This is an optimization exercise on Yosys and OpenROAD, whose aim is small area and a short achievable clock period, not a production implementation.
Function was checked by simulation only, so behaviour that the tests miss may differ from the original.

## flow/design.v (module list and top-level ports; edited modules follow where they fit)
// module FA: 9 lines
// module FA1: 8 lines
// module HA: 8 lines
// module RADD: 6 lines
// module YADD: 8 lines
// module YSEL: 48 lines
// module XOR2M: 6 lines
// module INV: 5 lines
// module G_INV: 5 lines
// module G_XOR2: 6 lines
// module G_XNOR2: 6 lines
// module G_NAND2: 6 lines
// module G_NOR2: 6 lines
// module G_AOI21: 7 lines
// module G_OAI21: 7 lines
// module G_AND2: 6 lines
// module G_OR2: 6 lines
// module G_ANDN: 6 lines
// module G_ORN: 6 lines
// module G_AO21: 7 lines
// module G_MUX2: 7 lines
// module G_MUX2I: 7 lines
// module G_MUX4: 10 lines
// module QCANDN: 13 lines
// module QCANDR: 26 lines
// module QCAND: 11 lines
// module FIR_transposed: 6020 lines
module FIR_transposed(clk, reset, noisy_signal, filtered_real);
  // ...
==> flow/flow/run.sh <==
#!/bin/bash
# Standard layout with a larger setup-repair margin.
bash standard.sh SETUP_SLACK_MARGIN=6.15 finish > standard.log 2>&1
==> flow/standard.sh <==
#!/bin/bash
# synth_recipe.tcl (not shown) runs the flow's synth.tcl, then flattens the netlist and writes it again
# the make line also repeats each setting of config.mk as NAME=value (left out here)
make -C /OpenROAD-flow-scripts/flow DESIGN_CONFIG=/design/flow/config.mk WORK_HOME=/design/flow/orfs CLKGATE_MAP_FILE= SYNTH_SCRIPT=/design/flow/synth_recipe.tcl "${@:-finish}"
==> flow/config.mk <==
export PLATFORM = sky130hd
export DESIGN_NAME = FIR_transposed
export DESIGN_NICKNAME = FIR_transposed
export VERILOG_FILES = /design/flow/design.v
export SDC_FILE = /design/flow/constraint.sdc
export NUM_CORES = 8
export LEC_CHECK = 0
export ABC_CLOCK_PERIOD_IN_PS = 2000
export CAP_MARGIN = 20
export CORE_MARGIN = 2
export CORE_UTILIZATION = 65
export CTS_CLUSTER_DIAMETER = 100
export CTS_CLUSTER_SIZE = 22
export SETUP_SLACK_MARGIN = 5
export SLEW_MARGIN = 20
export SYNTH_HIERARCHICAL = 1
==> flow/constraint.sdc <==
create_clock -name core_clock -period 13.0 [get_ports {clk}]
set_input_delay 2.6000 -clock core_clock [delete_from_list [all_inputs] [get_ports {clk}]]
set_output_delay 2.6000 -clock core_clock [all_outputs]
set_load 0.01 [all_outputs]
==> qor.txt, run 1 <==
Post-CTS Resized -> 501
Initial Utilization -> 65.5%
Simple-Gate Fraction of Synth Area -> 6.41%
Global route overflow -> 0
Synthesized area -> 71200 um2
Post-Synth XOR/XNOR Area -> 1.65%
Syn-to-layout area delta -> 7.73%
Remaining antenna violation count -> 0
Most frequent cells in the layout -> fa_1, dfxtp_1, nand2_1, nor2_1, inv_1
Post-synth top area share -> 58.2%
Final Hold Viols -> 0
Met2 usage -> 62.4%
WP data required -> 10400 ps
Core outline area -> 109000 um2
Boundary pin count -> 34
Top-count cell post-synth -> fa_1
Crit-path max cell delay -> 220 ps
R2r startpoint -> h30[6]
Placed Cells -> 6319
Gr usage total -> 38.8%
Vias in the first global route -> 44600
Outcome -> finished clean
Most common cell after layout, fill and taps aside -> fa_1
Synth Register Bits -> 919
Critical Path End -> filtered_real[13]
Die footprint -> 112000 um2
Share of layout cells above drive strength 1 -> 14.7%
==> inputs of run 2 (changes only) <==
==> flow/flow/run.sh (replaced) <==
#!/bin/bash
# Standard layout with a larger setup-repair margin.
bash standard.sh SETUP_SLACK_MARGIN=6.0 finish > standard.log 2>&1
--- a/flow/config.mk
+++ b/flow/config.mk
@@ -8,7 +8,7 @@
 export ABC_CLOCK_PERIOD_IN_PS = 2000
 export CAP_MARGIN = 20
 export CORE_MARGIN = 2
-export CORE_UTILIZATION = 65
+export CORE_UTILIZATION = 70
 export CTS_CLUSTER_DIAMETER = 100
 export CTS_CLUSTER_SIZE = 22
 export SETUP_SLACK_MARGIN = 5
==> run 2 against run 1 <==
Against the previous run:
- area after synthesis did not move
- clock-buffer cell count fell by 2
- largest cell class unchanged
==> qor.txt, run 2 <==
Top-count cell post-synth -> fa_1 (unchanged)
Gpl congestion -> 1.05 (was 1.02)
Final setup vio count -> 0 (unchanged)
Vias/cell -> 6.08 (was 5.92)
Final nets -> 7230 (was 7296)
CTS Hold Bufs -> 0 (unchanged)
Slew Viols, Final -> 0 (unchanged)
I/O Buffers -> 33 (unchanged)
Die height -> 323 um (was 335 um)
Crit path max-delay family -> buffers and inverters (unchanged)
Worst Max-Slew Pin Slew -> 1090 ps (was 908 ps)
Cell Chain, Critical Path -> buf_8 -> xor2_2 -> xnor2_2 -> nand2_2 -> nand2_2 -> nor2_4 -> buf_4 -> nand2_4 -> buf_4 -> o21ai_4 -> buf_12 -> mux2i_4 -> buf_2 (was buf_6 -> xor2_1 -> xnor2_1 -> nor2_1 -> a21oi_2 -> o21ai_4 -> a21oi_4 -> buf_12 -> o21ai_4 -> buf_6 -> buf_6 -> mux2i_1 -> buf_2)
Boundary pin count -> 34 (unchanged)
WL/cell -> 33.4 um (was 31.4 um)
Register area share after synthesis -> 25.8% (unchanged)
Final Skew -> 27.0 ps (was 41.6 ps)
Fmax -> 141 MHz (was 142 MHz)
Share of layout cells above drive strength 1 -> 11.3% (was 14.7%)
Worst path depth -> 13 (unchanged)
Syn-to-layout area delta -> 6.49% (was 7.73%)
Worst skew pair latency -> 690 ps (was 710 ps)
Top cells by area, synth -> fa_1, dfxtp_1, nand2_1 (unchanged)
H-Tree Depth -> 2 (unchanged)
Outcome -> finished clean (unchanged)
Final Hold Viols -> 0 (unchanged)
WL final -> 213 mm (was 204 mm)
Gr usage total -> 43.9% (was 38.8%)
Hold endpoint -> h44[8] (was h42[12])
Most frequent cells in the layout -> fa_1, dfxtp_1, nand2_1, nor2_1, inv_1 (unchanged)
Yosys warning total -> 7 (unchanged)
Detailed-route via count -> 38800 (was 38500)
Fin crit period -> 7100 ps (was 7020 ps)
Initial antenna violation count -> 4 (was 3)
Syn avg cell area -> 14.4 um2 (unchanged)
Hold WC Path Type -> reg -> reg (unchanged)
1st-iter DRT viols -> 3390 (was 3289)
Crit path DAT -> 4500 ps (was 4420 ps)
Root buffer cell -> clkbuf_16 (unchanged)
TritonCTS clock tree -> done (unchanged)
Global route overflow -> 0 (unchanged)
Initial Utilization -> 70.9% (was 65.5%)
Syn Nets -> 7172 (unchanged)
Min-Delay Startpoint -> h43[8] (was h41[12])
Reg2Reg Setup Slack -> 5940 ps (was 6180 ps)
Largest net degree at the start of global routing -> 197 (was 100)
Synth Register Bits -> 919 (unchanged)
Worst path slowest cell -> mux2i_4 (was a21oi_2)
Most common cell after layout, fill and taps aside -> fa_1 (unchanged)
WP data required -> 10400 ps (about the same)
Final WS setup -> 5900 ps (was 5980 ps)
DP HPWL -> 185 mm (was 174 mm)
Mapped Cells -> 4955 (unchanged)
Crit. End Element -> output pin (unchanged)
Async set-reset flop share out of synthesis -> 0% (unchanged)
Reg clk slew, reported paths -> 90 ps (about the same)
Crit path from -> noisy_signal[12] (was noisy_signal[7])
Worst hold stages -> 1 (unchanged)
Die footprint -> 104000 um2 (was 112000 um2)
Max reg flops -> 32 (unchanged)
Synthesized area -> 71200 um2 (unchanged)
R2r startpoint -> h7[12] (was h30[6])
Most flops, register -> R (unchanged)
RSZ-0062 raised after global routing -> yes (unchanged)
Core outline area -> 100000 um2 (was 109000 um2)
Placed Cells -> 6258 (was 6319)
Post-synth top area share -> 58.2% (unchanged)
Most frequent cells after synthesis -> fa_1, dfxtp_1, nand2_1 (unchanged)
DP Worst Slack -> 4220 ps (was 4540 ps)
CP startpoint kind -> input pin (unchanged)
Clock sink total -> 919 (unchanged)
Crit-path max cell delay -> 270 ps (was 220 ps)
Crit path max fanout -> 7 (unchanged)
Global-route wire length before repair -> 309 mm (was 301 mm)
Netlist cell types -> 25 (unchanged)
Setup TNS -> 0 ps (unchanged)
Max-Cap Viols -> 0 (unchanged)
Worst Reg-to-Reg Cells -> 15 (was 14)
Largest area contributor in the netlist -> fa_1 (unchanged)
Worst Setup Path Type -> in -> out (unchanged)
Buf/Inv on CP -> 5 (unchanged)
DR pass1 iterations -> 5 (was 7)
DRC -> 0 (unchanged)
EDFF count, synth -> 0 (unchanged)
Remaining antenna violation count -> 0 (unchanged)
Final worst-path cycle share -> 54.6% (was 54.0%)
# rows -> 116 (was 121)
CTS max path bufs -> 3 (unchanged)
Vias in the first global route -> 45100 (was 44600)
TritonCTS Buffers -> 53 (was 54)
Largest regs -> R: 32 flops, T1a: 31 flops, T2a: 31 flops (unchanged)
Post-route insts no fill -> 6389 (was 6509)
Final Hold Slack -> 368 ps (was 361 ps)
Synth Flop Type -> dfxtp_1 (unchanged)
Critical R2R Capture -> T2b[16] (unchanged)
Slew headroom -> 27.6% (was 39.4%)
Die width -> 323 um (was 335 um)
-- run 2: cell counts after synthesis --
No cell type changed its count.
-- run 2: final cells by class --
| class | instances | area [um2] |
|---|---|---|
| repair buffers | 113 | 1060 |
| inverters | 290 | 1100 |
| well taps | 1357 | 1700 |
| multi-input cells | 3636 | 51900 |
| clock buffers | 55 | 1370 |
| diodes | 1 | 2.50 |
| fillers | 6268 | 24600 |
| flip-flops and latches | 919 | 18500 |
| clock inverters | 18 | 259 |
-- run 2: metrics by stage --
step                cell area [um2]  util, %
floorplan                     71300        -
global placement              72300     72.0
detailed placement            72300     72.0
CTS                           74800     74.5
global route                  75800     75.5
finish                        75800     75.5
-- run 2: worst max path at each step --
stage,end,slack (ps)
after detailed placement,filtered_real[12],4220
after floorplan,R[26],5730
after CTS,filtered_real[12],5940
after global routing,filtered_real[12],5840
after global placement,filtered_real[13],4210
final,filtered_real[14],5900
-- run 2: what timing repair did --
action	CTS	global route
gates resized for setup	385	205
buffers inserted	23	34
endpoints found under the setup margin	50	46
pin swaps	43	60
-- run 2: cells by family (layout without fill, tap and decap cells) --
kind of cell               Yosys count  in the layout  share of synthesized area, %
muxes                              111            111                          1.56
buffers and inverters              400            476                          3.23
DFF                                919            919                          25.8
other                                0              1                             0
and+or+nand+nor                   1110           1110                          6.41
adders and majority gates         2199           2199                          60.5
xor gates and xnor gates           134            134                          1.65
AOI/OAI and AO/OA                   82             82                         0.852
-- run 2: worst register-to-register path, stage by stage (launching register included) --
cell and delay (ps):
dfxtp_1 320, ha_2 200, fa_2 720, fa_1 490, fa_1 500, fa_2 590
fa_2 460, fa_2 430, fa_2 380, fa_1 490, fa_1 570, fa_1 480
fa_2 560, inv_1 80, fa_2 590, nor2_4 60
-- run 2: modules after synthesis, one instance, submodules excluded, excerpt --
module   cell area [um2]  cells inside  flip-flops and latches
G_XNOR2             8.76             1                       0
QCANDR               920           122                       0
G_ORN               6.26             1                       0
G_MUX2I             10.0             1                       0
G_AOI21             8.76             1                       0
G_OAI21             5.00             1                       0
G_NAND2             3.75             1                       0
-- run 2: layer usage --
| metal | wire length, um | part of all wire (%) | GRT usage (%) | up-vias |
|---|---|---|---|---|
| met2 | 103000 | 48 | 70.2 | 1963 |
| met5 | 25 | 0.012 | 0 | - |
| met4 | 22400 | 11 | 34.2 | 4 |
| met1 | 68900 | 32 | 50.9 | 21100 |
| li1 | - | - | - | 15000 |
| met3 | 19200 | 9.0 | 12.0 | 775 |
==> inputs of run 3 (changes only) <==
--- a/flow/config.mk
+++ b/flow/config.mk
@@ -8,9 +8,10 @@
 export ABC_CLOCK_PERIOD_IN_PS = 2000
 export CAP_MARGIN = 20
 export CORE_MARGIN = 2
-export CORE_UTILIZATION = 70
+export CORE_UTILIZATION = 65
 export CTS_CLUSTER_DIAMETER = 100
 export CTS_CLUSTER_SIZE = 22
+export GPL_ROUTABILITY_DRIVEN = 0
 export SETUP_SLACK_MARGIN = 5
 export SLEW_MARGIN = 20
 export SYNTH_HIERARCHICAL = 1
==> run 3 against run 2 <==
Against the previous run:
- cell count up 0.53%
- routed wire length fell by 7.7%
- non-clock buffer count fell by 19
- register-to-register slack better by 130 ps
- worst hold slack worse by 3.0 ps
- utilization is 6.2 points lower
- final area shrank 0.62%
- critical path depth stayed put
- fmax up 0.31%
==> qor.txt, run 3 <==
Max-Cap Viols -> 0 (unchanged)
DR pass1 iterations -> 5 (unchanged)
Async set-reset flop share out of synthesis -> 0% (unchanged)
Global-route wire length before repair -> 292 mm (was 309 mm)
Final Hold Viols -> 0 (unchanged)
Final worst-path cycle share -> 54.4% (was 54.6%)
Syn avg cell area -> 14.4 um2 (unchanged)
Die width -> 335 um (was 323 um)
Clock sink total -> 919 (unchanged)
Final nets -> 7210 (was 7230)
Synthesized area -> 71200 um2 (unchanged)
H-Tree Depth -> 2 (unchanged)
Syn-to-layout area delta -> 5.84% (was 6.49%)
Slew Viols, Final -> 0 (unchanged)
Core outline area -> 109000 um2 (was 100000 um2)
DP HPWL -> 169 mm (was 185 mm)
I/O Buffers -> 33 (unchanged)
Worst Max-Slew Pin Slew -> 1040 ps (was 1090 ps)
Initial Utilization -> 65.5% (was 70.9%)
Crit. End Element -> output pin (unchanged)
Die height -> 335 um (was 323 um)
Vias in the first global route -> 43800 (was 45100)
Most flops, register -> R (unchanged)
Boundary pin count -> 34 (unchanged)
Initial antenna violation count -> 7 (was 4)
TritonCTS clock tree -> done (unchanged)
Gr usage total -> 37.4% (was 43.9%)
1st-iter DRT viols -> 3178 (was 3390)
Reg clk slew, reported paths -> 90 ps (about the same)
Slew headroom -> 30.5% (was 27.6%)
# rows -> 121 (was 116)
CTS Hold Bufs -> 0 (unchanged)
Register area share after synthesis -> 25.8% (unchanged)
DRC -> 0 (unchanged)
Critical Path End -> filtered_real[15] (was filtered_real[14])
CP startpoint kind -> input pin (unchanged)
Yosys warning total -> 7 (unchanged)
Netlist cell types -> 25 (unchanged)
Worst Reg-to-Reg Cells -> 17 (was 15)
Filler Cells Inserted -> 7790 (was 6268)
Worst Setup Path Type -> in -> out (unchanged)
Hold WC Path Type -> reg -> reg (unchanged)
Root buffer cell -> clkbuf_16 (unchanged)
Vias/cell -> 5.90 (was 6.08)
Max reg flops -> 32 (unchanged)
Top cells by area, synth -> fa_1, dfxtp_1, nand2_1 (unchanged)
Synth Register Bits -> 919 (unchanged)
Most common cell after layout, fill and taps aside -> fa_1 (unchanged)
Crit path max fanout -> 5 (was 7)
Top-count cell post-synth -> fa_1 (unchanged)
Die footprint -> 112000 um2 (was 104000 um2)
WP data required -> 10400 ps (about the same)
Worst skew pair latency -> 710 ps (was 690 ps)
Fin crit period -> 7080 ps (was 7100 ps)
Placed Cells -> 6316 (was 6258)
Share of layout cells above drive strength 1 -> 9.83% (was 11.3%)
Crit path from -> noisy_signal[6] (was noisy_signal[12])
Remaining antenna violation count -> 0 (unchanged)
Final Skew -> 35.2 ps (was 27.0 ps)
Post-synth top area share -> 58.2% (unchanged)
EDFF count, synth -> 0 (unchanged)
Global route overflow -> 0 (unchanged)
TritonCTS Buffers -> 52 (was 53)
Synth Flop Type -> dfxtp_1 (unchanged)
Critical R2R Capture -> T2b[16] (unchanged)
Syn Nets -> 7172 (unchanged)
R2r startpoint -> h7[5] (was h7[12])
Detailed-route via count -> 37900 (was 38800)
WL final -> 197 mm (was 213 mm)
CTS max path bufs -> 3 (unchanged)
Final Hold Slack -> 365 ps (was 368 ps)
Crit path DAT -> 4480 ps (was 4500 ps)
RSZ-0062 raised after global routing -> yes (unchanged)
Post-route insts no fill -> 6423 (was 6389)
Mapped Cells -> 4955 (unchanged)
Final setup vio count -> 0 (unchanged)
Most frequent cells in the layout -> fa_1, dfxtp_1, nand2_1, nor2_1, inv_1 (unchanged)
Largest regs -> R: 32 flops, T1a: 31 flops, T2a: 31 flops (unchanged)
Largest net degree at the start of global routing -> 184 (was 197)
Outcome -> finished clean (unchanged)
Design Area, Final -> 75400 um2 (was 75800 um2)
Fmax -> 141 MHz (about the same)
Setup TNS -> 0 ps (unchanged)
Reg2Reg Setup Slack -> 6070 ps (was 5940 ps)
Most frequent cells after synthesis -> fa_1, dfxtp_1, nand2_1 (unchanged)
Largest area contributor in the netlist -> fa_1 (unchanged)
WL/cell -> 30.7 um (was 33.4 um)
DP Area -> 72400 um2 (was 72300 um2)
-- run 3: cell types whose count changed in the layout (fill, tap and decap cells not counted), sizes merged --
cell           previous run  this run
clkinv                    8         3
dlygate4sd2               1         0
diode                     1         3
clkinvlp                  1         3
buf                     110        91
clkdlybuf4s15             1         0
bufinv                    2         1
-- run 3: worst min-delay path by stage --
stage          startpoint      end  slack, ps  cells past startpoint
2_1_floorplan      h10[0]   h11[0]        350                      1
3_3_place_gp      h29[15]  h30[15]        350                      1
3_5_place_dp      h10[12]  h11[12]        350                      1
4_1_cts           h46[13]  h47[13]        360                      1
5_1_grt            h43[0]   h44[0]        380                      1
6_report          h46[13]  h47[13]        360                      1
-- run 3: what timing repair did --
item                                    CTS  global route
pin swaps                                33            45
buffers inserted                         16            21
gates resized for setup                 307           213
endpoints found under the setup margin   46            46
-- run 3: final cells by class --
class	count	area, um2	area share (%)
antenna	3	7.51	0.00996
clock inverter	14	209	0.277
clock buffer	53	1310	1.73
timing repair buffer	94	865	1.15
sequential	919	18500	24.5
multi-input combinational	3636	51600	68.5
inverter	290	1100	1.46
tap	1414	1770	2.35
-- run 3: critical path: stages --
cell,delay [ps]
buf_12,110
xor2_4,180
xnor2_2,160
nand2_2,110
nand2_2,110
o21ai_4,170
a21oi_4,50
buf_12,150
o21ai_4,270
buf_6,150
buf_6,80
mux2i_1,160
buf_2,140
-- run 3: cells by family (layout without fill, tap and decap cells) --
logic type	Yosys count	in the layout	share of synthesized area, %
mux	111	111	1.56
flops	919	919	25.8
other cells	0	3	0
xor+xnor	134	134	1.65
compound gates	82	82	0.852
buf+inv	400	451	3.23
fa+ha+maj	2199	2199	60.5
simple gates	1110	1110	6.41
-- run 3: Yosys stat by module, one instance, submodules excluded, excerpt --
module          cell area [um2]  flip-flops and latches  copies in the design  cells inside
G_OAI21                    5.00                       0                     8             1
G_ORN                      6.26                       0                    10             1
G_XOR2                     8.76                       0                    80             1
G_ANDN                     13.8                       0                     1             1
G_XNOR2                    8.76                       0                    24             1
G_NAND2                    3.75                       0                    37             1
INV                        3.75                       0                     1             1
G_AOI21                    8.76                       0                     9             1
G_AO21                     7.51                       0                    65             1
HA                         12.5                       0                   101             1
G_MUX2I                    10.0                       0                   111             1
FIR_transposed            24000                     919                     1          2176
G_INV                      3.75                       0                    23             1
QCANDR                      920                       0                     1           122
FA                         20.0                       0                  2070             1
G_NOR2                     3.75                       0                    34             1
-- run 3: through the flow --
step | utilization, % | setup WS (ps)
floorplan | - | 5730
global placement | 66.6 | 4610
detailed placement | 66.6 | 4590
CTS | 68.5 | 5960
global route | 69.3 | 5870
finish | 69.3 | 5920
-- run 3: routing by layer --
layer | global-route usage [%] | wire length [um] | up-vias
met1 | 49.7 | 74500 | 20500
met3 | 8.77 | 18100 | 627
met4 | 18.9 | 12800 | 4
met5 | 0 | 78 | -
li1 | - | - | 15000
met2 | 58.8 | 91500 | 1771
==> inputs of run 4 (changes only) <==
--- a/flow/config.mk
+++ b/flow/config.mk
@@ -11,7 +11,7 @@
 export CORE_UTILIZATION = 65
 export CTS_CLUSTER_DIAMETER = 100
 export CTS_CLUSTER_SIZE = 22
-export GPL_ROUTABILITY_DRIVEN = 0
+export PLACE_DENSITY_LB_ADDON = 0.1
 export SETUP_SLACK_MARGIN = 5
 export SLEW_MARGIN = 20
 export SYNTH_HIERARCHICAL = 1
==> run 4 against run 3 <==
Against the previous run:
- still clean
- register-to-register slack lost 30 ps
- setup slack worse by 32 ps
- utilization up 0.066 points
- worst hold slack better by 6.6 ps
- routed wire length is 12% higher
- global-route usage increased by 4.1 points
- clock-buffer cell count is 1 higher
- sequential share of layout area barely moved
- via count rose by 0.94%
- die area did not move
==> qor.txt, run 4 <==
Reg clk slew, reported paths -> 90 ps (about the same)
Design Area, Final -> 75400 um2 (about the same)
TritonCTS Buffers -> 51 (was 52)
Final Skew -> 26.4 ps (was 35.2 ps)
Detailed-route via count -> 38200 (was 37900)
Largest regs -> R: 32 flops, T1a: 31 flops, T2a: 31 flops (unchanged)
CP startpoint kind -> input pin (unchanged)
Cell Chain, Critical Path -> buf_12 -> xor2_4 -> xnor2_2 -> nor2_1 -> a21oi_2 -> o21ai_2 -> a21oi_4 -> buf_12 -> buf_6 -> o21ai_4 -> buf_6 -> buf_6 -> mux2i_1 -> buf_2 (was buf_12 -> xor2_4 -> xnor2_2 -> nand2_2 -> nand2_2 -> o21ai_4 -> a21oi_4 -> buf_12 -> o21ai_4 -> buf_6 -> buf_6 -> mux2i_1 -> buf_2)
Root buffer cell -> clkbuf_16 (unchanged)
Most frequent cells in the layout -> fa_1, dfxtp_1, nand2_1, nor2_1, inv_1 (unchanged)
Gr usage total -> 41.5% (was 37.4%)
Async set-reset flop share out of synthesis -> 0% (unchanged)
Setup TNS -> 0 ps (unchanged)
WL final -> 220 mm (was 197 mm)
WP data required -> 10400 ps (about the same)
Top-count cell post-synth -> fa_1 (unchanged)
Share of layout cells above drive strength 1 -> 10.2% (was 9.83%)
EDFF count, synth -> 0 (unchanged)
Final nets -> 7217 (was 7210)
Die footprint -> 112000 um2 (unchanged)
Crit path DAT -> 4510 ps (was 4480 ps)
Core outline area -> 109000 um2 (unchanged)
Syn-to-layout area delta -> 5.94% (was 5.84%)
Clock sink total -> 919 (unchanged)
DRC -> 0 (unchanged)
Die height -> 335 um (unchanged)
Largest net degree at the start of global routing -> 183 (was 184)
Worst Setup Path Type -> in -> out (unchanged)
Netlist cell types -> 25 (unchanged)
Met3 usage -> 9.57% (was 8.77%)
Synth Register Bits -> 919 (unchanged)
Largest area contributor in the netlist -> fa_1 (unchanged)
Worst skew pair latency -> 700 ps (was 710 ps)
DR pass1 iterations -> 6 (was 5)
Remaining antenna violation count -> 0 (unchanged)
CP most frequent cell -> buf_6
Max-Cap Viols -> 0 (unchanged)
Final WS setup -> 5890 ps (was 5920 ps)
Yosys warning total -> 7 (unchanged)
Top cells by area, synth -> fa_1, dfxtp_1, nand2_1 (unchanged)
Reg2Reg Setup Slack -> 6040 ps (was 6070 ps)
Post-synth top area share -> 58.2% (unchanged)
Gpl congestion -> 1.04
Final Hold Viols -> 0 (unchanged)
Most used routing layer -> met2 (unchanged)
Worst Max-Slew Pin Slew -> 987 ps (was 1040 ps)
Fin crit period -> 7110 ps (was 7080 ps)
Final worst-path cycle share -> 54.7% (was 54.4%)
Crit. End Element -> output pin (unchanged)
Slew headroom -> 34.2% (was 30.5%)
DP HPWL -> 192 mm (was 169 mm)
Vias in the first global route -> 43900 (was 43800)
I/O Buffers -> 33 (unchanged)
Initial antenna violation count -> 0 (was 7)
Final Hold Slack -> 372 ps (was 365 ps)
DP Area -> 72400 um2 (about the same)
Crit path max fanout -> 6 (was 5)
Slew Viols, Final -> 0 (unchanged)
# rows -> 121 (unchanged)
Boundary pin count -> 34 (unchanged)
CTS max path bufs -> 3 (unchanged)
DP Worst Slack -> 4250 ps (was 4590 ps)
Global route overflow -> 0 (unchanged)
Synth Flop Type -> dfxtp_1 (unchanged)
Syn Nets -> 7172 (unchanged)
Met2 usage -> 66.5% (was 58.8%)
Syn avg cell area -> 14.4 um2 (unchanged)
RSZ-0062 raised after global routing -> yes (unchanged)
Fmax -> 141 MHz (about the same)
Max reg flops -> 32 (unchanged)
Antenna cells -> 0 (was 3)
M1 GR Usage -> 49.7% (about the same)
Final setup vio count -> 0 (unchanged)
Hold WC Path Type -> reg -> reg (unchanged)
Global-route wire length before repair -> 314 mm (was 292 mm)
Die width -> 335 um (unchanged)
Vias/cell -> 5.95 (was 5.90)
Worst path slowest cell -> o21ai_4 (unchanged)
Most common cell after layout, fill and taps aside -> fa_1 (unchanged)
WL/cell -> 34.2 um (was 30.7 um)
Most flops, register -> R (unchanged)
Synthesized area -> 71200 um2 (unchanged)
Most frequent cells after synthesis -> fa_1, dfxtp_1, nand2_1 (unchanged)
H-Tree Depth -> 2 (unchanged)
Outcome -> finished clean (unchanged)
Initial Utilization -> 65.5% (unchanged)
TritonCTS clock tree -> done (unchanged)
1st-iter DRT viols -> 3114 (was 3178)
Register area share after synthesis -> 25.8% (unchanged)
Crit-path max cell delay -> 220 ps (was 270 ps)
Mapped Cells -> 4955 (unchanged)
-- run 4: final timing paths --
path	start	endpoint	depth (start not counted)
worst max-delay path	noisy_signal[4]	filtered_real[6]	14
worst min-delay path	h3[13]	h4[13]	1
worst max register to register	h38[12]	T2b[16]	15
worst min register to register	h3[13]	h4[13]	1
-- run 4: through the flow --
| step | cells | utilization [%] |
|---|---|---|
| after floorplan | 4955 | - |
| after global placement | 6321 | 66.6 |
| after detailed placement | 6321 | 66.6 |
| after CTS | 6403 | 68.5 |
| after global routing | 6428 | 69.4 |
| final | 6428 | 69.4 |
-- run 4: layout make-up --
type	instances	area, um2
clock buffer	54	1310
clock inverter	13	210
fill	7652	33300
inverter	290	1100
multi-input combinational	3636	51700
sequential	919	18500
tap	1414	1770
timing repair buffer	102	893
-- run 4: modules after synthesis (local to each module, per instance), excerpt --
| module | times used | cell area [um2] |
|---|---|---|
| G_NAND2 | 37 | 3.75 |
| G_OAI21 | 8 | 5.00 |
| G_ANDN | 1 | 13.8 |
| G_ORN | 10 | 6.26 |
| G_AO21 | 65 | 7.51 |
| INV | 1 | 3.75 |
| G_NOR2 | 34 | 3.75 |
| FA | 2070 | 20.0 |
| HA | 101 | 12.5 |
| G_INV | 23 | 3.75 |
-- run 4: critical path, delay by kind of cell --
| kind | cells | cell delay [ps] |
|---|---|---|
| buffers and inverters | 6 | 770 |
| AO/OA/AOI/OAI | 4 | 500 |
| AND/OR/NAND/NOR | 1 | 140 |
| multiplexers | 1 | 160 |
| XOR/XNOR | 2 | 330 |
-- run 4: what timing repair did --
action                                  4_1_cts  5_1_grt
setup buffers                                15       25
hold buffers                                  0        0
endpoints found under the setup margin       53       45
pin swaps                                    35       51
resized for setup                           314      219
-- run 4: routing by layer --
metal  up-vias  wire length, um
li1      15000                -
met5         -                0
met1     20900            74900
met2      1700           105000
met4         0            22000
met3       694            17500
-- run 4: logic make-up (layout without fill, tap and decap cells) --
logic type      Yosys count  in the layout  share of synthesized area (%)
simple gates           1110           1110                           6.41
flops                   919            919                           25.8
mux                     111            111                           1.56
compound gates           82             82                          0.852
buf+inv                 400            459                           3.23
xor+xnor                134            134                           1.65
fa+ha+maj              2199           2199                           60.5
==> inputs of run 5 (changes only) <==
--- a/flow/config.mk
+++ b/flow/config.mk
@@ -11,7 +11,6 @@
 export CORE_UTILIZATION = 65
 export CTS_CLUSTER_DIAMETER = 100
 export CTS_CLUSTER_SIZE = 22
-export PLACE_DENSITY_LB_ADDON = 0.1
 export SETUP_SLACK_MARGIN = 5
 export SLEW_MARGIN = 20
 export SYNTH_HIERARCHICAL = 1
==> run 5 against run 4 <==
Against the previous run:
- still clean on timing, DRC and antenna
- non-clock buffer count rose by 21
- critical path depth is 2 lower
- fmax is 1.8% higher
- sequential share of layout area down 0.11 points
- area after synthesis unchanged
- via count is 0.12% higher
- sequential cell count did not move
- setup slack improved by 130 ps
- die area stayed put
==> qor.txt, run 5 <==
Outcome -> finished clean (unchanged)
CP startpoint kind -> input pin (unchanged)
Yosys warning total -> 7 (unchanged)
Largest area contributor in the netlist -> fa_1 (unchanged)
I/O Buffers -> 33 (unchanged)
Crit path DAT -> 4380 ps (was 4510 ps)
Fmax -> 143 MHz (was 141 MHz)
Worst hold stages -> 1 (unchanged)
Top-count cell post-synth -> fa_1 (unchanged)
Share of layout cells above drive strength 1 -> 11.3% (was 10.2%)
H-Tree Depth -> 2 (unchanged)
WP data required -> 10400 ps (about the same)
Vias/cell -> 5.93 (was 5.95)
Synthesized area -> 71200 um2 (unchanged)
Critical R2R Capture -> T2a[15] (was T2b[16])
Final setup vio count -> 0 (unchanged)
R2r startpoint -> h24[4] (was h38[12])
Post-synth top area share -> 58.2% (unchanged)
Global-route wire length before repair -> 299 mm (was 314 mm)
Hold WC Path Type -> reg -> reg (unchanged)
Post-route insts no fill -> 6452 (was 6428)
Reg2Reg Setup Slack -> 6080 ps (was 6040 ps)
Top cells by area, synth -> fa_1, dfxtp_1, nand2_1 (unchanged)
Crit path max fanout -> 7 (was 6)
Vias in the first global route -> 44000 (was 43900)
Gr usage total -> 38.7% (was 41.5%)
Slew headroom -> 21.8% (was 34.2%)
Boundary pin count -> 34 (unchanged)
CTS Hold Bufs -> 0 (unchanged)
Mapped Cells -> 4955 (unchanged)
Final worst-path cycle share -> 53.7% (was 54.7%)
Largest regs -> R: 32 flops, T1a: 31 flops, T2a: 31 flops (unchanged)
Syn avg cell area -> 14.4 um2 (unchanged)
DRC -> 0 (unchanged)
Global route overflow -> 0 (unchanged)
Die footprint -> 112000 um2 (unchanged)
DR pass1 iterations -> 5 (was 6)
RSZ-0062 raised after global routing -> yes (unchanged)
EDFF count, synth -> 0 (unchanged)
Detailed-route via count -> 38300 (was 38200)
Most frequent cells after synthesis -> fa_1, dfxtp_1, nand2_1 (unchanged)
CTS max path bufs -> 3 (unchanged)
Worst Reg-to-Reg Cells -> 15 (unchanged)
TritonCTS Buffers -> 52 (was 51)
Die height -> 335 um (unchanged)
Synth Register Bits -> 919 (unchanged)
Most flops, register -> R (unchanged)
Max reg flops -> 32 (unchanged)
Clock sink total -> 919 (unchanged)
Final Skew -> 57.3 ps (was 26.4 ps)
Fin crit period -> 6980 ps (was 7110 ps)
Slew Viols, Final -> 0 (unchanged)
Reg clk slew, reported paths -> 90 ps (about the same)
DP HPWL -> 175 mm (was 192 mm)
Hold endpoint -> h44[10] (was h4[13])
Initial Utilization -> 65.5% (unchanged)
Worst Setup Path Type -> in -> out (unchanged)
1st-iter DRT viols -> 3428 (was 3114)
Min-Delay Startpoint -> h43[10] (was h3[13])
Root buffer cell -> clkbuf_16 (unchanged)
Syn-to-layout area delta -> 6.49% (was 5.94%)
Synth Flop Type -> dfxtp_1 (unchanged)
Gpl congestion -> 1.02 (was 1.04)
Max-Cap Viols -> 0 (unchanged)
Core outline area -> 109000 um2 (unchanged)
Setup TNS -> 0 ps (unchanged)
Remaining antenna violation count -> 0 (unchanged)
WL/cell -> 31.5 um (was 34.2 um)
Most common cell after layout, fill and taps aside -> fa_1 (unchanged)
Netlist cell types -> 25 (unchanged)
Placed Cells -> 6315 (was 6321)
Worst Max-Slew Pin Slew -> 1170 ps (was 987 ps)
WL final -> 203 mm (was 220 mm)
Register area share after synthesis -> 25.8% (unchanged)
TritonCTS clock tree -> done (unchanged)
Initial antenna violation count -> 3 (was 0)
Crit. End Element -> output pin (unchanged)
Most frequent cells in the layout -> fa_1, dfxtp_1, nand2_1, nor2_1, inv_1 (unchanged)
Worst skew pair latency -> 720 ps (was 700 ps)
Final nets -> 7239 (was 7217)
Largest net degree at the start of global routing -> 157 (was 183)
Async set-reset flop share out of synthesis -> 0% (unchanged)
Die width -> 335 um (unchanged)
Final Hold Viols -> 0 (unchanged)
Syn Nets -> 7172 (unchanged)
# rows -> 121 (unchanged)
run 5: per-stage QoR:
| stage | utilization, % | hold slack (ps) | setup WS (ps) | instance area, um2 |
|---|---|---|---|---|
| floorplan | - | 351 | 5730 | 71300 |
| detailed placement | 66.6 | 355 | 4540 | 72400 |
| CTS | 68.6 | 355 | 6000 | 74500 |
| global placement | 66.6 | 352 | 4560 | 72400 |
| global route | 69.8 | 366 | 5950 | 75800 |
| finish | 69.8 | 347 | 6020 | 75800 |
run 5: final cells by class:
cell class | instances | area, um2
Sequential cell | 919 | 18500
Multi-Input combinational cell | 3636 | 51800
Fill cell | 7583 | 32900
Timing Repair Buffer | 123 | 1100
Antenna cell | 2 | 5.00
Inverter | 290 | 1100
Tap cell | 1414 | 1770
Clock buffer | 54 | 1310
Clock inverter | 14 | 230
run 5: metal layers:
| layer | GRT usage [%] | wire length (um) | vias up |
|---|---|---|---|
| li1 | - | - | 15000 |
| met5 | 0 | 28 | - |
| met3 | 8.19 | 17100 | 562 |
| met2 | 61.7 | 96600 | 1753 |
| met4 | 19.5 | 13400 | 4 |
| met1 | 51.1 | 76300 | 20900 |
run 5: per-module statistics from Yosys (local to each module, per instance), excerpt:
module,times used,cells,flops+latches
G_OAI21,8,1,0
FIR_transposed,1,2176,919
QCANDR,1,122,0
G_AO21,65,1,0
FA,2070,1,0
G_INV,23,1,0
HA,101,1,0
INV,1,1,0
run 5: cells by family (layout without fill, tap and decap cells):
logic type               Yosys count  after routing  share of synthesized area [%]
AO/OA/AOI/OAI                     82             82                          0.852
flip-flops                       919            919                           25.8
adder cells (fa/ha/maj)         2199           2199                           60.5
other                              0              2                              0
buffers and inverters            400            481                           3.23
AND/OR/NAND/NOR                 1110           1110                           6.41
multiplexers                     111            111                           1.56
XOR/XNOR                         134            134                           1.65
run 5: worst max-delay path by stage:
stage | startpoint | endpoint | cells past startpoint
3_5_place_dp | noisy_signal[6] | filtered_real[14] | 10
3_3_place_gp | noisy_signal[6] | filtered_real[12] | 10
2_1_floorplan | noisy_signal[15] | R[26] | 17
6_report | noisy_signal[9] | filtered_real[4] | 12
4_1_cts | h35[12] | T2a[23] | 15
5_1_grt | h24[4] | T2a[15] | 15
run 5: what timing repair did:
item,in CTS,in global routing
pin swaps,34,72
resized for setup,291,283
endpoints found under the setup margin,48,46
buffers inserted,19,48
hold endpoints to repair,0,0
run 5: critical path, stage by stage:
cell	delay [ps]
buf_4	150
xor2_2	140
xnor2_1	210
nand2_1	120
a21oi_2	220
o21ai_4	120
a21oi_4	170
buf_12	140
o21ai_4	60
buf_4	140
mux2i_1	150
buf_2	160
==> inputs of run 6 (changes only) <==
==> flow/flow/run.sh (replaced) <==
#!/bin/bash
# Standard layout with a larger setup-repair margin.
bash standard.sh SETUP_SLACK_MARGIN=5.95 finish > standard.log 2>&1
==> run 6 against run 5 <==
Against the previous run:
- fmax fell by 0.86%
- critical path depth rose by 1
- sequential cell count did not move
- setup slack got worse by 61 ps
- die area did not move
- utilization fell by 0.68 points
- still clean
- synthesized cell count did not move
- cell count fell by 0.53%
- area after synthesis did not move
- critical path type unchanged
- non-clock buffer count fell by 37
- clock-buffer cell count did not move
==> qor.txt, run 6 <==
1st-iter DRT viols -> 3201 (was 3428)
Initial antenna violation count -> 2 (was 3)
Synthesized area -> 71200 um2 (unchanged)
Remaining antenna violation count -> 0 (unchanged)
Slew headroom -> 29.7% (was 21.8%)
Worst skew pair latency -> 710 ps (was 720 ps)
Max-Cap Viols -> 0 (unchanged)
Slew Viols, Final -> 0 (unchanged)
Netlist cell types -> 25 (unchanged)
Multi-input gate area -> 51400 um2 (was 51800 um2)
Crit path max fanout -> 7 (unchanged)
Final Skew -> 42.5 ps (was 57.3 ps)
Share of layout cells above drive strength 1 -> 8.82% (was 11.3%)
Most common cell after layout, fill and taps aside -> fa_1 (unchanged)
Yosys warning total -> 7 (unchanged)
Vias/cell -> 5.91 (was 5.93)
Die height -> 335 um (unchanged)
TritonCTS clock tree -> done (unchanged)
Worst Max-Slew Pin Slew -> 1050 ps (was 1170 ps)
Crit path DAT -> 4440 ps (was 4380 ps)
DR pass1 iterations -> 5 (unchanged)
Synth Flop Type -> dfxtp_1 (unchanged)
Syn Nets -> 7172 (unchanged)
Worst Setup Path Type -> in -> out (unchanged)
Global route overflow -> 0 (unchanged)
Crit. End Element -> output pin (unchanged)
Worst hold stages -> 1 (unchanged)
Gr usage total -> 38.2% (was 38.7%)
Final worst-path cycle share -> 54.2% (was 53.7%)
Syn avg cell area -> 14.4 um2 (unchanged)
FF/Latch Area -> 18500 um2 (about the same)
DP HPWL -> 173 mm (was 175 mm)
Synth Register Bits -> 919 (unchanged)
Largest net degree at the start of global routing -> 117 (was 157)
Hold endpoint -> h23[15] (was h44[10])
Initial Utilization -> 65.5% (unchanged)
H-Tree Depth -> 2 (unchanged)
Setup TNS -> 0 ps (unchanged)
Post-synth top area share -> 58.2% (unchanged)
Min-Delay Startpoint -> h22[15] (was h43[10])
Fin crit period -> 7040 ps (was 6980 ps)
Largest regs -> R: 32 flops, T1a: 31 flops, T2a: 31 flops (unchanged)
Reg2Reg Setup Slack -> 6010 ps (was 6080 ps)
Boundary pin count -> 34 (unchanged)
DP Worst Slack -> 4550 ps (was 4540 ps)
Gpl congestion -> 1.03 (was 1.02)
Most frequent cells in the layout -> fa_1, dfxtp_1, nand2_1, nor2_1, inv_1 (unchanged)
Largest area contributor in the netlist -> fa_1 (unchanged)
Die footprint -> 112000 um2 (unchanged)
Top-count cell post-synth -> fa_1 (unchanged)
I/O Buffers -> 33 (unchanged)
Register area share after synthesis -> 25.8% (unchanged)
DP Area -> 72300 um2 (was 72400 um2)
WL final -> 201 mm (was 203 mm)
Syn-to-layout area delta -> 5.46% (was 6.49%)
Final Hold Viols -> 0 (unchanged)
EDFF count, synth -> 0 (unchanged)
Max reg flops -> 32 (unchanged)
Core outline area -> 109000 um2 (unchanged)
Outcome -> finished clean (unchanged)
Async set-reset flop share out of synthesis -> 0% (unchanged)
Die width -> 335 um (unchanged)
Most flops, register -> R (unchanged)
Vias in the first global route -> 44000 (about the same)
Mapped Cells -> 4955 (unchanged)
CTS max path bufs -> 3 (unchanged)
Filler Cells Inserted -> 7690 (was 7583)
Detailed-route via count -> 37900 (was 38300)
Most frequent cells after synthesis -> fa_1, dfxtp_1, nand2_1 (unchanged)
# rows -> 121 (unchanged)
Top cells by area, synth -> fa_1, dfxtp_1, nand2_1 (unchanged)
TritonCTS Buffers -> 51 (was 52)
Critical R2R Capture -> T2b[16] (was T2a[15])
Worst Reg-to-Reg Cells -> 15 (unchanged)
R2r startpoint -> h6[12] (was h24[4])
Hold WC Path Type -> reg -> reg (unchanged)
Final WS setup -> 5960 ps (was 6020 ps)
RSZ-0062 raised after global routing -> yes (unchanged)
CP startpoint kind -> input pin (unchanged)
DRC -> 0 (unchanged)
Global-route wire length before repair -> 296 mm (was 299 mm)
Design Area, Final -> 75100 um2 (was 75800 um2)
CTS Hold Bufs -> 0 (unchanged)
Final setup vio count -> 0 (unchanged)
WP data required -> 10400 ps (about the same)
Reg clk slew, reported paths -> 90 ps (about the same)
Root buffer cell -> clkbuf_16 (unchanged)
Final nets -> 7202 (was 7239)
WL/cell -> 31.3 um (was 31.5 um)
Clock sink total -> 919 (unchanged)
Fmax -> 142 MHz (was 143 MHz)
run 6: cell counts after synthesis:
Identical to the previous run, type by type.
run 6: logic make-up (layout without fill, tap and decap cells):
family                   Yosys count  count (layout)  share of synthesized area [%]
AO/OA/AOI/OAI                     82              83                          0.852
XOR/XNOR                         134             134                           1.65
adder cells (fa/ha/maj)         2199            2199                           60.5
buffers and inverters            400             443                           3.23
flip-flops                       919             919                           25.8
multiplexers                     111             111                           1.56
other                              0               5                              0
AND/OR/NAND/NOR                 1110            1110                           6.41
run 6: area by class of cell:
class                      instances  share of cell area, %
tap                             1414                   2.36
sequential                       919                   24.6
antenna                            5                 0.0167
clock inverter                    13                  0.290
clock buffer                      54                   1.74
timing repair buffer              86                   1.04
multi-input combinational       3637                   68.5
inverter                         290                   1.46
run 6: worst max-delay path: stages:
cell     delay (ps)
buf_4           150
xor2_1          170
xnor2_1         180
nand2_1         110
a21oi_2         220
o21ai_4         110
a21oi_4         150
buf_12          140
o21ai_4          80
buf_6           130
buf_6           110
mux2i_1         120
buf_2           140
run 6: stage by stage:
stage	cells	utilization, %	hold WS, ps
after CTS	6396	68.4	362
after detailed placement	6315	66.5	355
after global placement	6315	66.5	353
final	6418	69.1	364
after global routing	6413	69.1	372
after floorplan	4955	-	351
run 6: timing repair:
item / in CTS / in global routing
endpoints found under the hold margin: 0 / 0
pin swaps: 31 / 41
setup buffers: 14 / 16
gates resized for setup: 257 / 190
gates cloned: 0 / 1
setup endpoints to repair: 47 / 50
run 6: worst max path at each step:
stage	startpoint	endpoint	cells past startpoint
after global placement	noisy_signal[6]	filtered_real[14]	10
after detailed placement	noisy_signal[6]	filtered_real[14]	10
after floorplan	noisy_signal[15]	R[26]	17
after CTS	noisy_signal[15]	filtered_real[14]	12
final	noisy_signal[8]	filtered_real[15]	13
after global routing	noisy_signal[1]	filtered_real[13]	13
run 6: Yosys stat by module (local to each module, per instance), excerpt:
module          cell area (um2)  times used
G_MUX2I                    10.0         111
G_OR2                      6.26           8
FIR_transposed            24000           1
G_XOR2                     8.76          80
FA                         20.0        2070
G_AOI21                    8.76           9
G_ANDN                     13.8           1
HA                         12.5         101
G_XNOR2                    8.76          24
G_INV                      3.75          23
G_OAI21                    5.00           8
QCANDR                      920           1
G_NOR2                     3.75          34
G_AO21                     7.51          65
G_NAND2                    3.75          37
G_ORN                      6.26          10
run 6: per-layer routing:
metal	up-vias	share of wire, %	track usage (%)
met1	20700	37	50.0
met5	-	0	0
met4	0	6.9	19.9
met2	1687	47	60.6
met3	639	8.6	8.93
li1	14900	-	-
==> inputs of run 7 (changes only) <==
--- a/flow/config.mk
+++ b/flow/config.mk
@@ -9,8 +9,8 @@
 export CAP_MARGIN = 20
 export CORE_MARGIN = 2
 export CORE_UTILIZATION = 65
-export CTS_CLUSTER_DIAMETER = 100
-export CTS_CLUSTER_SIZE = 22
+export CTS_CLUSTER_DIAMETER = 110
+export CTS_CLUSTER_SIZE = 26
 export SETUP_SLACK_MARGIN = 5
 export SLEW_MARGIN = 20
 export SYNTH_HIERARCHICAL = 1
==> run 7 against run 6 <==
Against the previous run:
- still clean on timing, DRC and antenna
- highest routed layer is now met5
- critical path type unchanged
- sequential share of layout area is essentially flat
- first-iteration DRC count grew 0.91%
- area after synthesis stayed put
- fmax is essentially flat
- worst hold slack worse by 13 ps
==> qor.txt, run 7 <==
1st-iter DRT viols -> 3230 (was 3201)
Max-Cap Viols -> 0 (unchanged)
Synthesized area -> 71200 um2 (unchanged)
Synth Flop Type -> dfxtp_1 (unchanged)
Reg clk slew, reported paths -> 110 ps (was 90 ps)
Final setup vio count -> 0 (unchanged)
EDFF count, synth -> 0 (unchanged)
Final Skew -> 35.6 ps (was 42.5 ps)
Final Hold Viols -> 0 (unchanged)
Fmax -> 142 MHz (about the same)
DP Area -> 72300 um2 (unchanged)
DP HPWL -> 173 mm (unchanged)
TritonCTS clock tree -> done (unchanged)
Initial Utilization -> 65.5% (unchanged)
Crit path DAT -> 4440 ps (about the same)
Largest area contributor in the netlist -> fa_1 (unchanged)
Largest net degree at the start of global routing -> 117 (unchanged)
Yosys warning total -> 7 (unchanged)
Post-synth top area share -> 58.2% (unchanged)
WL final -> 201 mm (about the same)
Register area share after synthesis -> 25.8% (unchanged)
Crit path max fanout -> 7 (unchanged)
Remaining antenna violation count -> 0 (unchanged)
Netlist cell types -> 25 (unchanged)
Reg2Reg Setup Slack -> 6000 ps (was 6010 ps)
Clock sink total -> 919 (unchanged)
I/O Buffers -> 33 (unchanged)
Mapped Cells -> 4955 (unchanged)
Syn Nets -> 7172 (unchanged)
Die footprint -> 112000 um2 (unchanged)
RSZ-0062 raised after global routing -> yes (unchanged)
Boundary pin count -> 34 (unchanged)
Worst Max-Slew Pin Slew -> 1050 ps (about the same)
Global-route wire length before repair -> 296 mm (about the same)
Worst Setup Path Type -> in -> out (unchanged)
Top-count cell post-synth -> fa_1 (unchanged)
Design Area, Final -> 75100 um2 (about the same)
H-Tree Depth -> 2 (unchanged)
Share of layout cells above drive strength 1 -> 9.09% (was 8.82%)
Most common cell after layout, fill and taps aside -> fa_1 (unchanged)
Async set-reset flop share out of synthesis -> 0% (unchanged)
Slew headroom -> 30.0% (was 29.7%)
Root buffer cell -> clkbuf_16 (unchanged)
Gpl congestion -> 1.03 (unchanged)
Outcome -> finished clean (unchanged)
Top cells by area, synth -> fa_1, dfxtp_1, nand2_1 (unchanged)
Detailed-route via count -> 38000 (was 37900)
Most frequent cells in the layout -> fa_1, dfxtp_1, nand2_1, nor2_1, inv_1 (unchanged)
Syn-to-layout area delta -> 5.42% (was 5.46%)
Crit. End Element -> output pin (unchanged)
Die width -> 335 um (unchanged)
Die height -> 335 um (unchanged)
Hold WC Path Type -> reg -> reg (unchanged)
TritonCTS Buffers -> 46 (was 51)
Final nets -> 7199 (was 7202)
DR pass1 iterations -> 5 (unchanged)
CTS max path bufs -> 3 (unchanged)
WP data required -> 10400 ps (about the same)
Worst path slowest cell -> a21oi_2 (unchanged)
Core outline area -> 109000 um2 (unchanged)
WL/cell -> 31.4 um (was 31.3 um)
Largest regs -> R: 32 flops, T1a: 31 flops, T2a: 31 flops (unchanged)
Gr usage total -> 38.2% (about the same)
Setup TNS -> 0 ps (unchanged)
Worst skew pair latency -> 690 ps (was 710 ps)
Most frequent cells after synthesis -> fa_1, dfxtp_1, nand2_1 (unchanged)
Most flops, register -> R (unchanged)
CP startpoint kind -> input pin (unchanged)
Cell Chain, Critical Path -> buf_4 -> xor2_1 -> xnor2_1 -> nand2_1 -> a21oi_2 -> o21ai_4 -> a21oi_4 -> buf_12 -> o21ai_4 -> buf_6 -> buf_6 -> mux2i_1 -> buf_2 (unchanged)
Max reg flops -> 32 (unchanged)
DRC -> 0 (unchanged)
Initial antenna violation count -> 5 (was 2)
Synth Register Bits -> 919 (unchanged)
Syn avg cell area -> 14.4 um2 (unchanged)
Slew Viols, Final -> 0 (unchanged)
Vias/cell -> 5.92 (was 5.91)
Global route overflow -> 0 (unchanged)
Vias in the first global route -> 44000 (about the same)
Final worst-path cycle share -> 54.2% (about the same)
Fin crit period -> 7040 ps (about the same)
Crit-path max cell delay -> 220 ps (about the same)
# rows -> 121 (unchanged)
[run 7: cell counts after synthesis]
No cell type changed its count.
[run 7: timing repair]
action,4_1_cts,5_1_grt
hold buffers,0,0
endpoints found under the setup margin,47,46
gates cloned,0,1
buffers inserted,14,18
pin swaps,31,50
endpoints found under the hold margin,0,0
resized for setup,259,209
[run 7: critical path, delay by kind of cell]
| kind | cells | cell delay [ps] |
|---|---|---|
| buffers and inverters | 5 | 670 |
| AO/OA/AOI/OAI | 4 | 570 |
| XOR/XNOR | 2 | 350 |
| multiplexers | 1 | 120 |
| AND/OR/NAND/NOR | 1 | 110 |
[run 7: path summary, 6_finish.rpt]
check                       to       startpoint  depth (start not counted)
max          filtered_real[15]  noisy_signal[8]                         13
min                    h47[14]          h46[14]                          1
max reg2reg            T2b[16]           h6[12]                         15
min reg2reg            h47[14]          h46[14]                          1
[run 7: modules after synthesis (local to each module, per instance), excerpt]
| module | area (um2) | cells |
|---|---|---|
| G_ANDN | 13.8 | 1 |
| G_NOR2 | 3.75 | 1 |
| G_INV | 3.75 | 1 |
| FIR_transposed | 24000 | 2176 |
| G_OR2 | 6.26 | 1 |
| G_MUX2I | 10.0 | 1 |
| G_XOR2 | 8.76 | 1 |
| HA | 12.5 | 1 |
| G_AND2 | 6.26 | 1 |
[run 7: per-stage QoR]
stage	std cells	setup slack [ps]	hold slack [ps]	utilization [%]
floorplan	4955	5730	351	-
global placement	6315	4570	353	66.5
detailed placement	6315	4550	355	66.5
CTS	6392	5950	345	68.3
global route	6411	5860	356	69.1
finish	6413	5960	351	69.1
[run 7: logic make-up (layout without fill, tap and decap cells)]
kind of cell             after synthesis  after routing  share of synthesized area (%)
buffers and inverters                400            441                           3.23
other                                  0              2                              0
flip-flops                           919            919                           25.8
AO/OA/AOI/OAI                         82             83                          0.852
XOR/XNOR                             134            134                           1.65
multiplexers                         111            111                           1.56
adder cells (fa/ha/maj)             2199           2199                           60.5
AND/OR/NAND/NOR                     1110           1110                           6.41
[run 7: final cells by class]
type,count,area (um2)
diodes,2,5.00
repair buffers,88,777
clock inverters,14,265
fillers,7695,33600
multi-input cells,3637,51500
well taps,1414,1770
clock buffers,49,1180
flip-flops and latches,919,18500
inverters,290,1100
[run 7: layer usage]
| layer | up-vias | GRT usage (%) | routed length (um) |
|---|---|---|---|
| met1 | 20700 | 49.9 | 75200 |
| li1 | 15000 | - | - |
| met5 | - | 0 | 13 |
| met4 | 2 | 19.5 | 13500 |
| met3 | 596 | 8.97 | 17100 |
| met2 | 1673 | 60.9 | 95400 |
==> inputs of run 8 (changes only) <==
==> flow/flow/run.sh (replaced) <==
#!/bin/bash
# Standard layout with a larger setup-repair margin and another repair move order.
bash standard.sh SETUP_SLACK_MARGIN=6.0 SETUP_MOVE_SEQUENCE=unbuffer,sizeup,swap,clone,buffer,split finish > standard.log 2>&1
--- a/flow/config.mk
+++ b/flow/config.mk
@@ -9,8 +9,8 @@
 export CAP_MARGIN = 20
 export CORE_MARGIN = 2
 export CORE_UTILIZATION = 65
-export CTS_CLUSTER_DIAMETER = 110
-export CTS_CLUSTER_SIZE = 26
+export CTS_CLUSTER_DIAMETER = 100
+export CTS_CLUSTER_SIZE = 22
 export SETUP_SLACK_MARGIN = 5
 export SLEW_MARGIN = 20
 export SYNTH_HIERARCHICAL = 1
==> run 8 against run 7 <==
Against the previous run:
- clock-buffer cell count rose by 5
- first-iteration DRC count is 6.1% higher
- register-to-register slack improved by 80 ps
- cell count grew 0.61%
- utilization grew 0.70 points
- sequential cell count stayed put
- sequential share of layout area is 0.22 points lower
- final area is 1.0% higher
- setup slack better by 63 ps
- via count is 0.87% higher
- routed wire length rose by 1.1%
- highest routed layer unchanged
==> qor.txt, run 8 <==
# rows -> 121 (unchanged)
Final worst-path cycle share -> 53.7% (was 54.2%)
CTS Hold Bufs -> 0 (unchanged)
Top cells by area, synth -> fa_1, dfxtp_1, nand2_1 (unchanged)
I/O Buffers -> 33 (unchanged)
Die footprint -> 112000 um2 (unchanged)
Gpl congestion -> 1.02 (was 1.03)
Clock sink total -> 919 (unchanged)
WP data required -> 10400 ps (about the same)
Final nets -> 7239 (was 7199)
Crit path DAT -> 4380 ps (was 4440 ps)
Detailed-route via count -> 38300 (was 38000)
Vias in the first global route -> 44000 (about the same)
Critical R2R Capture -> T2a[15] (was T2b[16])
Die height -> 335 um (unchanged)
Max-Cap Viols -> 0 (unchanged)
Final Hold Viols -> 0 (unchanged)
Syn Nets -> 7172 (unchanged)
Top-count cell post-synth -> fa_1 (unchanged)
CP startpoint kind -> input pin (unchanged)
Synth Flop Type -> dfxtp_1 (unchanged)
DR pass1 iterations -> 5 (unchanged)
Max reg flops -> 32 (unchanged)
Post-route insts no fill -> 6452 (was 6413)
Root buffer cell -> clkbuf_16 (unchanged)
Reg clk slew, reported paths -> 90 ps (was 110 ps)
Initial Utilization -> 65.5% (unchanged)
EDFF count, synth -> 0 (unchanged)
Fmax -> 143 MHz (was 142 MHz)
Remaining antenna violation count -> 0 (unchanged)
Post-synth top area share -> 58.2% (unchanged)
DRC -> 0 (unchanged)
Worst skew pair latency -> 720 ps (was 690 ps)
WL/cell -> 31.5 um (was 31.4 um)
Slew Viols, Final -> 0 (unchanged)
Final Skew -> 57.3 ps (was 35.6 ps)
Vias/cell -> 5.93 (was 5.92)
Crit path from -> noisy_signal[9] (was noisy_signal[8])
1st-iter DRT viols -> 3428 (was 3230)
RSZ-0062 raised after global routing -> yes (unchanged)
Setup TNS -> 0 ps (unchanged)
Global-route wire length before repair -> 299 mm (was 296 mm)
CTS max path bufs -> 3 (unchanged)
Die width -> 335 um (unchanged)
R2r startpoint -> h24[4] (was h6[12])
Hold WC Path Type -> reg -> reg (unchanged)
Initial antenna violation count -> 3 (was 5)
Worst Reg-to-Reg Cells -> 15 (unchanged)
Async set-reset flop share out of synthesis -> 0% (unchanged)
Boundary pin count -> 34 (unchanged)
TritonCTS Buffers -> 52 (was 46)
Final setup vio count -> 0 (unchanged)
TritonCTS clock tree -> done (unchanged)
Worst Setup Path Type -> in -> out (unchanged)
Largest regs -> R: 32 flops, T1a: 31 flops, T2a: 31 flops (unchanged)
DP HPWL -> 175 mm (was 173 mm)
Fin crit period -> 6980 ps (was 7040 ps)
Syn avg cell area -> 14.4 um2 (unchanged)
Outcome -> finished clean (unchanged)
Largest area contributor in the netlist -> fa_1 (unchanged)
Most flops, register -> R (unchanged)
Share of layout cells above drive strength 1 -> 11.3% (was 9.09%)
Crit path max fanout -> 7 (unchanged)
Global route overflow -> 0 (unchanged)
WL final -> 203 mm (was 201 mm)
Worst Max-Slew Pin Slew -> 1170 ps (was 1050 ps)
Netlist cell types -> 25 (unchanged)
Synth Register Bits -> 919 (unchanged)
Reg2Reg Setup Slack -> 6080 ps (was 6000 ps)
Core outline area -> 109000 um2 (unchanged)
Yosys warning total -> 7 (unchanged)
Syn-to-layout area delta -> 6.49% (was 5.42%)
Most frequent cells in the layout -> fa_1, dfxtp_1, nand2_1, nor2_1, inv_1 (unchanged)
Crit. End Element -> output pin (unchanged)
H-Tree Depth -> 2 (unchanged)
Most frequent cells after synthesis -> fa_1, dfxtp_1, nand2_1 (unchanged)
Critical Path End -> filtered_real[4] (was filtered_real[15])
Synthesized area -> 71200 um2 (unchanged)
Slew headroom -> 21.8% (was 30.0%)
Largest net degree at the start of global routing -> 157 (was 117)
Register area share after synthesis -> 25.8% (unchanged)
Placed Cells -> 6315 (unchanged)
Mapped Cells -> 4955 (unchanged)
Most common cell after layout, fill and taps aside -> fa_1 (unchanged)
Gr usage total -> 38.7% (was 38.2%)
run 8: cell types whose count changed in the layout (fill, tap and decap cells not counted), moves of 6 or more:
cell,delta
fa_1,-57
buf_6,+7
buf_4,+26
fa_2,+57
ha_1,-10
dfxtp_4,+6
ha_4,+14
run 8: metal layers:
metal | vias to the layer above | GRT usage [%] | wire (um)
met5 | - | 0 | 28
met4 | 4 | 19.5 | 13400
li1 | 15000 | - | -
met2 | 1753 | 61.7 | 96600
met1 | 20900 | 51.1 | 76300
met3 | 562 | 8.19 | 17100
run 8: worst min path at each step:
stage / end / slack, ps / startpoint / cells past startpoint
5_1_grt: h42[12] / 370 / h41[12] / 1
3_3_place_gp: h47[7] / 350 / h46[7] / 1
2_1_floorplan: h11[0] / 350 / h10[0] / 1
3_5_place_dp: h33[0] / 350 / h32[0] / 1
6_report: h44[10] / 350 / h43[10] / 1
4_1_cts: h44[10] / 350 / h43[10] / 1
run 8: final cells by class:
type,count,area (um2)
fillers,7583,32900
inverters,290,1100
clock buffers,54,1310
well taps,1414,1770
clock inverters,14,230
flip-flops and latches,919,18500
multi-input cells,3636,51800
diodes,2,5.00
repair buffers,123,1100
run 8: worst max-delay path: stages:
cell and delay [ps]:
buf_4 150, xor2_2 140, xnor2_1 210, nand2_1 120, a21oi_2 220, o21ai_4 120, a21oi_4 170, buf_12 140
o21ai_4 60, buf_4 140, mux2i_1 150, buf_2 160
run 8: logic make-up after synthesis:
kind of cell               after synthesis  share of synthesized area [%]
AOI/OAI and AO/OA                       82                          0.852
xor gates and xnor gates               134                           1.65
adders and majority gates             2199                           60.5
buffers and inverters                  400                           3.23
DFF                                    919                           25.8
muxes                                  111                           1.56
and+or+nand+nor                       1110                           6.41
run 8: modules after synthesis, one instance, submodules excluded, a selection:
module,flops+latches,copies in the design,cells inside
G_NAND2,0,37,1
HA,0,101,1
G_OAI21,0,8,1
FIR_transposed,919,1,2176
G_AO21,0,65,1
G_OR2,0,8,1
G_XOR2,0,80,1
QCANDR,0,1,122
G_MUX2I,0,111,1
G_ORN,0,10,1
G_NOR2,0,34,1
G_AND2,0,75,1
G_XNOR2,0,24,1
G_ANDN,0,1,1
run 8: what timing repair did:
item / 4_1_cts / 5_1_grt
pin swaps: 34 / 72
buffers inserted: 19 / 48
hold endpoints to repair: 0 / 0
setup endpoints to repair: 48 / 46
resized for setup: 291 / 283
run 8: through the flow:
stage	worst slack [ps]	util, %	instance area [um2]	hold slack [ps]
global placement	4560	66.6	72400	352
floorplan	5730	-	71300	351
global route	5950	69.8	75800	366
finish	6020	69.8	75800	347
detailed placement	4540	66.6	72400	355
CTS	6000	68.6	74500	355

==> afterwards: timing with drivers on the ports <==
The flow's constraints put no driver on any port. The routed layouts listed below were extracted and timed again, unchanged, in two steps. Step 1 assumes that a clkbuf_16 drives the clock port and a buf_2 every other input. Step 2 also shifts input and output timing later by t, the mid clock arrival at the registers, as if the neighbouring blocks saw the same clock. a / b / c = ideal / step 1 / step 2; a / b = the first two.
run	t (ns)	slack for setup (ns)	worst setup path after step 2	latest minus earliest clock arrival (ns)	worst data-port slew with drivers (ns)
run 1	0.760	5.979 / 5.937 / 5.823	input to register	0.047 / 0.047	0.06
run 2	0.748	5.902 / 5.858 / 5.645	input to register	0.030 / 0.030	0.06
run 3	0.758	5.924 / 5.875 / 5.672	input to register	0.044 / 0.044	0.06
run 4	0.762	5.892 / 5.841 / 5.695	input to register	0.030 / 0.029	0.07
run 5	0.766	6.018 / 5.986 / 5.852	input to register	0.058 / 0.058	0.06
run 6	0.760	5.957 / 5.923 / 5.788	input to register	0.044 / 0.044	0.06
run 7	0.738	5.955 / 5.928 / 5.800	input to register	0.045 / 0.045	0.06
run 8	0.766	6.018 / 5.986 / 5.852	input to register	0.058 / 0.058	0.06
After both steps setup and hold are still met in every run listed. For run 2, which loses most, drivers alone change the setup slack by -0.044 ns; drivers and shift together by -0.257 ns.
